This design comes from an exercise in tuning for small area on the open sky130 flow, not from production work. In this exercise RTL edits were held to simulation tests only and were not proved equivalent to the original. Power is estimated from default activity; no workload was simulated.

`design.v`:
```
module IFU(
    input clock,reset,
    input [31:0] Instruction_In,
    output [31:0] PC_Out,
    output [31:0] Instruction_Code
);
reg [31:0] PC;
    assign PC_Out = PC;
    assign Instruction_Code = Instruction_In;
    always @(posedge clock, posedge reset)
    begin
        if(reset == 1)  
        PC <= 0;
        else
        PC <= PC+4;   
    end
endmodule
module CONTROL(
    input [6:0] funct7,
    input [2:0] funct3,
    input [6:0] opcode,
    output reg [3:0] alu_control,
    output reg regwrite_control
);
    always @(*) begin
        if (opcode == 7'b0110011) begin  
            regwrite_control = 1;
            case (funct3)
                0: begin
                    if(funct7 == 0)
                    alu_control = 4'b0010;  
                    else if(funct7 == 32)
                    alu_control = 4'b0100;  
                    else
                    alu_control = 4'b0000;  
                end
                1: alu_control = 4'b0011;  
                2: alu_control = 4'b1000;  
                3: alu_control = 4'b1001;  
		4: alu_control = 4'b0111;  
                5: begin
                    if (funct7 == 32) begin
                        alu_control = 4'b1010;  
                    end else if(funct7 == 0) begin
                        alu_control = 4'b0101;  
                    end else begin
                        alu_control = 4'b0000;  
                    end
                end   
                6: alu_control = 4'b0001;  
                7: alu_control = 4'b0000;  
                default: alu_control = 4'b0000;  
            endcase
        end else begin
            alu_control = 0;
            regwrite_control = 0;
        end
    end
endmodule
module REG_FILE(
    input [4:0] read_reg_num1,
    input [4:0] read_reg_num2,
    input [4:0] write_reg,
    input [31:0] write_data,
    output reg [31:0] read_data1,
    output reg [31:0] read_data2,
    input regwrite,
    input clock,
    input reset
);
    reg [31:0] reg_memory [31:0];
    integer i;
    wire [31:0]actual_read1;
    wire [31:0]actual_read2;
    assign actual_read1 = (regwrite && (write_reg == read_reg_num1)) ? write_data : reg_memory[read_reg_num1];
    assign actual_read2 = (regwrite && (write_reg == read_reg_num2)) ? write_data : reg_memory[read_reg_num2];
    always @(posedge clock or posedge reset)
    begin
        if (reset) begin
            for (i = 0; i < 32; i = i + 1) begin
                reg_memory[i] <= i*i;
            end
            read_data1 <= 0;
            read_data2 <= 0;
        end
        else begin
            if (regwrite && (write_reg !=0)) begin
                reg_memory[write_reg] <= write_data;
            end
            read_data1 <= (read_reg_num1 == 0) ? 0 : actual_read1;
            read_data2 <= (read_reg_num2 == 0) ? 0 : actual_read2;
        end
    end
endmodule
module ALU (
    input [31:0] in1,in2, 
    input[3:0] alu_control,
    output reg [31:0] alu_result,
    output reg zero_flag
);
    always @(*)
    begin
        case(alu_control)
        4'b0000: alu_result = in1&in2; 
        4'b0001: alu_result = in1|in2; 
        4'b0010: alu_result = in1+in2; 
        4'b0100: alu_result = in1-in2; 
        4'b1000: alu_result = ($signed(in1) < $signed(in2)) ? 1 : 0;  
        4'b1001: alu_result = (in1 < in2) ? 1 : 0; 
        4'b1010: alu_result = $signed(in1)>>>in2[4:0]; 
        4'b0011: alu_result = in1<<in2[4:0]; 
        4'b0101: alu_result = in1>>in2[4:0]; 
        4'b0111: alu_result = in1^in2; 
        default: alu_result = 0;
        endcase
        zero_flag = (alu_result == 0) ? 1'b1 : 1'b0;
    end
endmodule
module DATAPATH(
    input [4:0]read_reg_num1,
    input [4:0]read_reg_num2,
    input [4:0]write_reg,
    input [3:0]alu_control,
    input regwrite,
    input clock,
    input reset,
    output zero_flag,
    output [31:0] result,
    output result_valid
);
    wire [31:0]read_data1;
    wire [31:0]read_data2;
    wire [31:0]write_data;
    reg [3:0] alu_control_reg;  
    reg       regwrite_reg;       
    reg [4:0] write_reg_reg;    
    always @(posedge clock or posedge reset) begin
        if (reset) begin
            alu_control_reg <= 0;
            regwrite_reg <=0;
            write_reg_reg <=0;
        end else begin
            alu_control_reg <= alu_control;
            regwrite_reg <= regwrite;
            write_reg_reg <= write_reg;
        end
    end
    REG_FILE reg_file_module(
    .read_reg_num1(read_reg_num1),
    .read_reg_num2(read_reg_num2),
    .write_reg(write_reg_reg),  
    .write_data(write_data),
    .read_data1(read_data1),
    .read_data2(read_data2),
    .regwrite(regwrite_reg),  
    .clock(clock),
    .reset(reset)
    );
    ALU alu_module(
        .in1(read_data1), 
        .in2(read_data2), 
        .alu_control(alu_control_reg),  
        .alu_result(write_data), 
        .zero_flag(zero_flag)
    );
    assign result = write_data;
    assign result_valid = regwrite_reg;
endmodule
`timescale 1ns/1ns
module PROCESSOR( 
    input clock, 
    input reset,
    input [31:0] instruction,
    output [31:0] pc,
    output result_valid,
    output [31:0] result,
    output zero
);
    wire [31:0] instruction_code;
    wire [3:0] alu_control;
    wire regwrite;
    IFU IFU_module(
        .clock(clock), 
        .reset(reset), 
        .Instruction_In(instruction),
        .PC_Out(pc),
        .Instruction_Code(instruction_code)
        );
    CONTROL control_module(
        .funct7(instruction_code[31:25]), 
        .funct3(instruction_code[14:12]), 
        .opcode(instruction_code[6:0]), 
        .alu_control(alu_control), 
        .regwrite_control(regwrite) 
        );
    DATAPATH datapath_module(
        .read_reg_num1(instruction_code[19:15]), 
        .read_reg_num2(instruction_code[24:20]), 
        .write_reg(instruction_code[11:7]), 
        .alu_control(alu_control), 
        .regwrite(regwrite), 
        .clock(clock), 
        .reset(reset), 
        .zero_flag(zero),
        .result(result),
        .result_valid(result_valid)
        );
endmodule
```
`run.sh`:
```
#!/bin/bash
# synth_recipe.tcl (not shown) runs the flow's synth.tcl, then flattens the netlist and writes it again
# the make line also repeats each setting of config.mk as NAME=value (left out here)
make -C /OpenROAD-flow-scripts/flow DESIGN_CONFIG=/design/flow/config.mk WORK_HOME=/design/flow/orfs CLKGATE_MAP_FILE= SYNTH_SCRIPT=/design/flow/synth_recipe.tcl finish
```
`config.mk`:
```
export PLATFORM = sky130hd
export DESIGN_NAME = PROCESSOR
export DESIGN_NICKNAME = PROCESSOR
export VERILOG_FILES = /design/flow/design.v
export SDC_FILE = /design/flow/constraint.sdc
export NUM_CORES = 4
export LEC_CHECK = 0
export CAP_MARGIN = 20
export CORE_MARGIN = 2
export CORE_UTILIZATION = 40
export SLEW_MARGIN = 20
```
`constraint.sdc`:
```
create_clock -name core_clock -period 12.0 [get_ports {clock}]
set_input_delay 2.4000 -clock core_clock [delete_from_list [all_inputs] [get_ports {clock}]]
set_output_delay 2.4000 -clock core_clock [all_outputs]
set_load 0.01 [all_outputs]
```
==> metrics.md <==
| Metric | Value |
|---|---|
| Synth Register Bits | 1096 |
| # rows | 142 |
| Synth Area in XOR/XNOR | 0.6815% |
| Post-CTS Setup Repair Bufs | 0 |
| Core footprint | between 100000 and 150000 µm² |
| Die Span Y | 392.6 µm |
| Power, Total | 8.320 mW |
| Dominant synthesized flop cell | dfrtp_1 |
| Post-cts resize count | 0 |
| Int Power | 6.128 mW |
| Clock transition at the registers of the reported paths | 60 ps |
| Startpoint Class | flip-flop |
| Dominant cells by area after synthesis | dfrtp_1, a22oi_1, o21ai_0 |
| Die area | 154100 µm² |
| Clk root buf | clkbuf_16 |
| CP Data Required Time | 9600 ps |
| Final setup violation count | 0 |
| Yosys top cell by area | dfrtp_1 |
| Clock latency on the worst-skew pair | 810 ps |
| TritonCTS clock tree | yes |
| Worst hold margin | between 400 and 500 ps |
| Worst slew pin tran | about 1300 ps |
| IR drop worst, VDD | 0.1490 mV |
| Clock skew | between 80 and 90 ps |
| Simple-gate share of the synthesized area | between 10% and 20% |
| YS warnings | 6 |
| PortBufs | 97 |
| Power Dens Cells | 122.5 nW/µm² |
| Switching Power | 2.192 mW |
| Mux contribution to synthesized area | 4.495% |
| Wire per inst | 37.94 µm |
| Top-count cell post-synth | dfrtp_1 |
| Post-route cell area | 67890 µm² |
| RSZ-0062 raised after global routing | no |
| Flop pwr share | 45.4% |
| Highest Clock Rate | 102.0 MHz |
| Ports | 100 |
| Compound-cell area share of the yosys netlist | between 20% and 30% |
| Status | complete, no violations |
| Worst path buffer plus inverter count | 3 |
| Grt total ovfl | 0 |
| DR DRC count | 0 |
| Critical-path cell list | buf_4 > mux4_2 > mux4_2 > o21ai_1 > a22oi_1 > nor4_4 > buf_4 > nand4_1 > nor4_1 > nand4_1 > nor4_2 > clkdlybuf4s50_1 |
| Post-Synth Adder-Cell Area | 2.159% |
| Arr. time, crit path | 7400 ps |
| H-tree depth | 3 |
| Max-cap violation count | 0 |
| Synth-to-Final Area Change | 12.40% |
| Largest register by flop count | datapath_module.reg_file_module.reg_memory |
| Regs by FF count | datapath_module.reg_file_module.reg_memory: 992 flops, datapath_module.reg_file_module.read_data1: 32 flops, datapath_module.reg_file_module.read_data2: 32 flops |
| WS Path Type | reg -> out |
| Largest net degree at the start of global routing | 172 |
| Worst hold path type | reg -> reg |
| Die X | 392.6 µm |
| Share of the synthesized area in the top cell type | approximately 41% |
| Seq/Total Area, Yosys | 45.62% |
| Leakage | 28.36 nW |
| Post-route ant nets | 0 |
| Post-detail-place hpwl | about 190 mm |
| Post-Syn Area | ~60000 µm² |
| Clock buffer count from CTS | 116 |
| Sink Count | approximately 1100 |
| GRT Total Usage | 41.58% |
| Post-synth EDFFs | 0 |
| Fillcell total | 14570 |
| Fin crit share | 81.70% |
| Share of total power in combinational logic | 7.7% |
| Initial antenna violation count | 20 |
| Syn Inst Count | 6717 |
| Slew Limit Headroom | 16.23% |
| Critical path's slowest cell | dfrtp_4 |
| Setup TNS | 0 ps |
| Post-synth ARST share | 100.0% |
| Unique masters post-synth | 103 |
| Min Tclk post-route | just under 10000 ps |
| Type of destination of the critical path | output port |
| Vias | between 60000 and 70000 |
| Vias per std cell | 7.160 |
| Hold Vio Cnt, Final | 0 |
| Pre-antenna DRT Iters | 15 |
| Placed Instance Area | about 64000 µm² |
| Number of global-route vias before repair | 57830 |
| CTS Hold Bufs | 0 |
| Net Sw Frac | 26.35% |
| Largest family of logic cells by synthesized area | compound AO/OA/AOI/OAI gates |
| Initial drt markers | about 11000 |
| CP delay by family, top | simple AND/OR/NAND/NOR gates |
| Clock network fraction of total power | between 40% and 50% |
| Fraction of layout cells with a size suffix above 1 | 11.92% |
| Synth Area per Inst | 8.992 µm² |
| Final RePlAce weighted congestion | 1.066 |
| Total wire length | ~330 mm |
| Post-synth top cells | dfrtp_1, nand2_1, nor2_1 |
| Slew Viols, Final | 0 |
| Initial core utilization | 40.28% |
| Max reg flops | 992 |
| Nets@finish | 6606 |
| Longest Clk Path Bufs | 3 |
| First-pass GRT wire length | roughly 450 mm |
| CP max FO | 56 |
| Slowest stage delay, CP | about 1000 ps |
==> per-layer routing <==
metal	vias to the layer above	part of all wire [%]	track usage, %
li1	24430	-	-
met1	30000	37	52.68
met2	5386	40	58.58
met3	1756	14	15.98
met4	31	8.4	27.55
met5	-	0.12	0.8612
==> final cells by class <==
type | instances | area (µm²) | area share [%]
diodes | 19 | 47.55 | 0.07003
multi-input cells | 4826 | 30610 | 45.08
inverters | 139 | 525.5 | 0.7740
clock inverters | 55 | 734.5 | 1.082
flip-flops and latches | 1096 | 27560 | 40.60
repair buffers | 290 | 2527 | 3.723
clock buffers | 162 | 3367 | 4.959
well taps | 2016 | 2522 | 3.715
==> worst register-to-register path, stage by stage (launching register included) <==
cell       delay [ps]
dfrtp_2           440
clkinv_1          650
ha_1              750
nor2b_1           130
a211oi_1          430
a2111oi_1         180
buf_4             190
o311ai_0          880
a311oi_1          320
a211o_1           370
o211a_1           130
o32ai_1           540
inv_1              90
buf_4             270
a221oi_1          560
==> power groups by stage <==
| stage | clock (mW) | sequential [mW] | combinational [mW] |
|---|---|---|---|
| final | 3.90 | 3.78 | 0.643 |
| after global routing | 4.06 | 3.78 | 0.661 |
| after CTS | 3.91 | 3.78 | 0.612 |
| after detailed placement | 0 | 3.84 | 0.610 |
| after global placement | 0 | 3.84 | 0.610 |
| after floorplan | 0 | 3.82 | 0.346 |
==> cells by family after synthesis <==
family                     count (synthesis)
and+or+nand+nor                         1965
xor gates and xnor gates                  47
other                                      1
AOI/OAI and AO/OA                       2517
buffers and inverters                    796
adders and majority gates                103
muxes                                    192
DFF                                     1096
==> path summary, 6_finish.rpt <==
path	end	cells after the start	from	slack (ps)
setup / recovery	zero	12	datapath_module.reg_file_module.read_data2[0]$_DFF_PP0_	2200
hold / removal	flip-flop	2	flip-flop	490
setup reg to reg	datapath_module.reg_file_module.read_data2[30]$_DFF_PP0_	14	datapath_module.reg_file_module.read_data2[4]$_DFF_PP0_	5850
hold reg to reg	flip-flop	2	flip-flop	490
max in group asynchronous	async pin	4	reset	7470
min in group asynchronous	async pin	2	reset	2110
==> layout by cell type (no fill, tap or decap), drive strengths merged, types with 33 or more instances in the layout <==
master	n
a21oi	635
a221oi	219
a222oi	63
a22o	172
a22oi	499
buf	193
clkbuf	162
clkdlybuf4s50	97
dfrtp	995
dfstp	101
ha	101
inv	141
mux2	74
mux2i	62
mux4	56
nand2	718
nand3	134
nand4	152
nor2	690
nor3	65
nor4	47
o21ai	647
xnor2	33
==> metrics by stage <==
step,utilization [%],worst slack [ps],instances
after CTS,45.21,2275,8582
after global placement,42.47,3127,8365
final,45.28,2196,8603
after detailed placement,42.48,3098,8365
after global routing,45.24,2101,8584
after floorplan,-,-5439,6718

afterwards: timing with drivers on the ports:
How much do the figures lean on ideal ports? The routed layout below was timed once more, with nothing changed but the port constraints.
Step 1, drivers: a clkbuf_16 drives clock and a buf_2 each remaining input, both assumed.
Step 2 adds t to the input delays and takes it off the output delays; t is the mean of the earliest and latest rising clock arrival at the registers after step 1. Input paths then give back, and output paths get back, about the clock's delay inside the block.
Three values: no drivers, after step 1, after step 2; two values: the first two.
t (ns): 0.845
slack for setup (ns): 2.196 / 2.117 / 2.962
worst setup path at the end: register to output
After both steps this run still meets setup and hold. For this run, drivers alone change the setup slack by -0.079 ns; drivers and shift together by +0.766 ns.
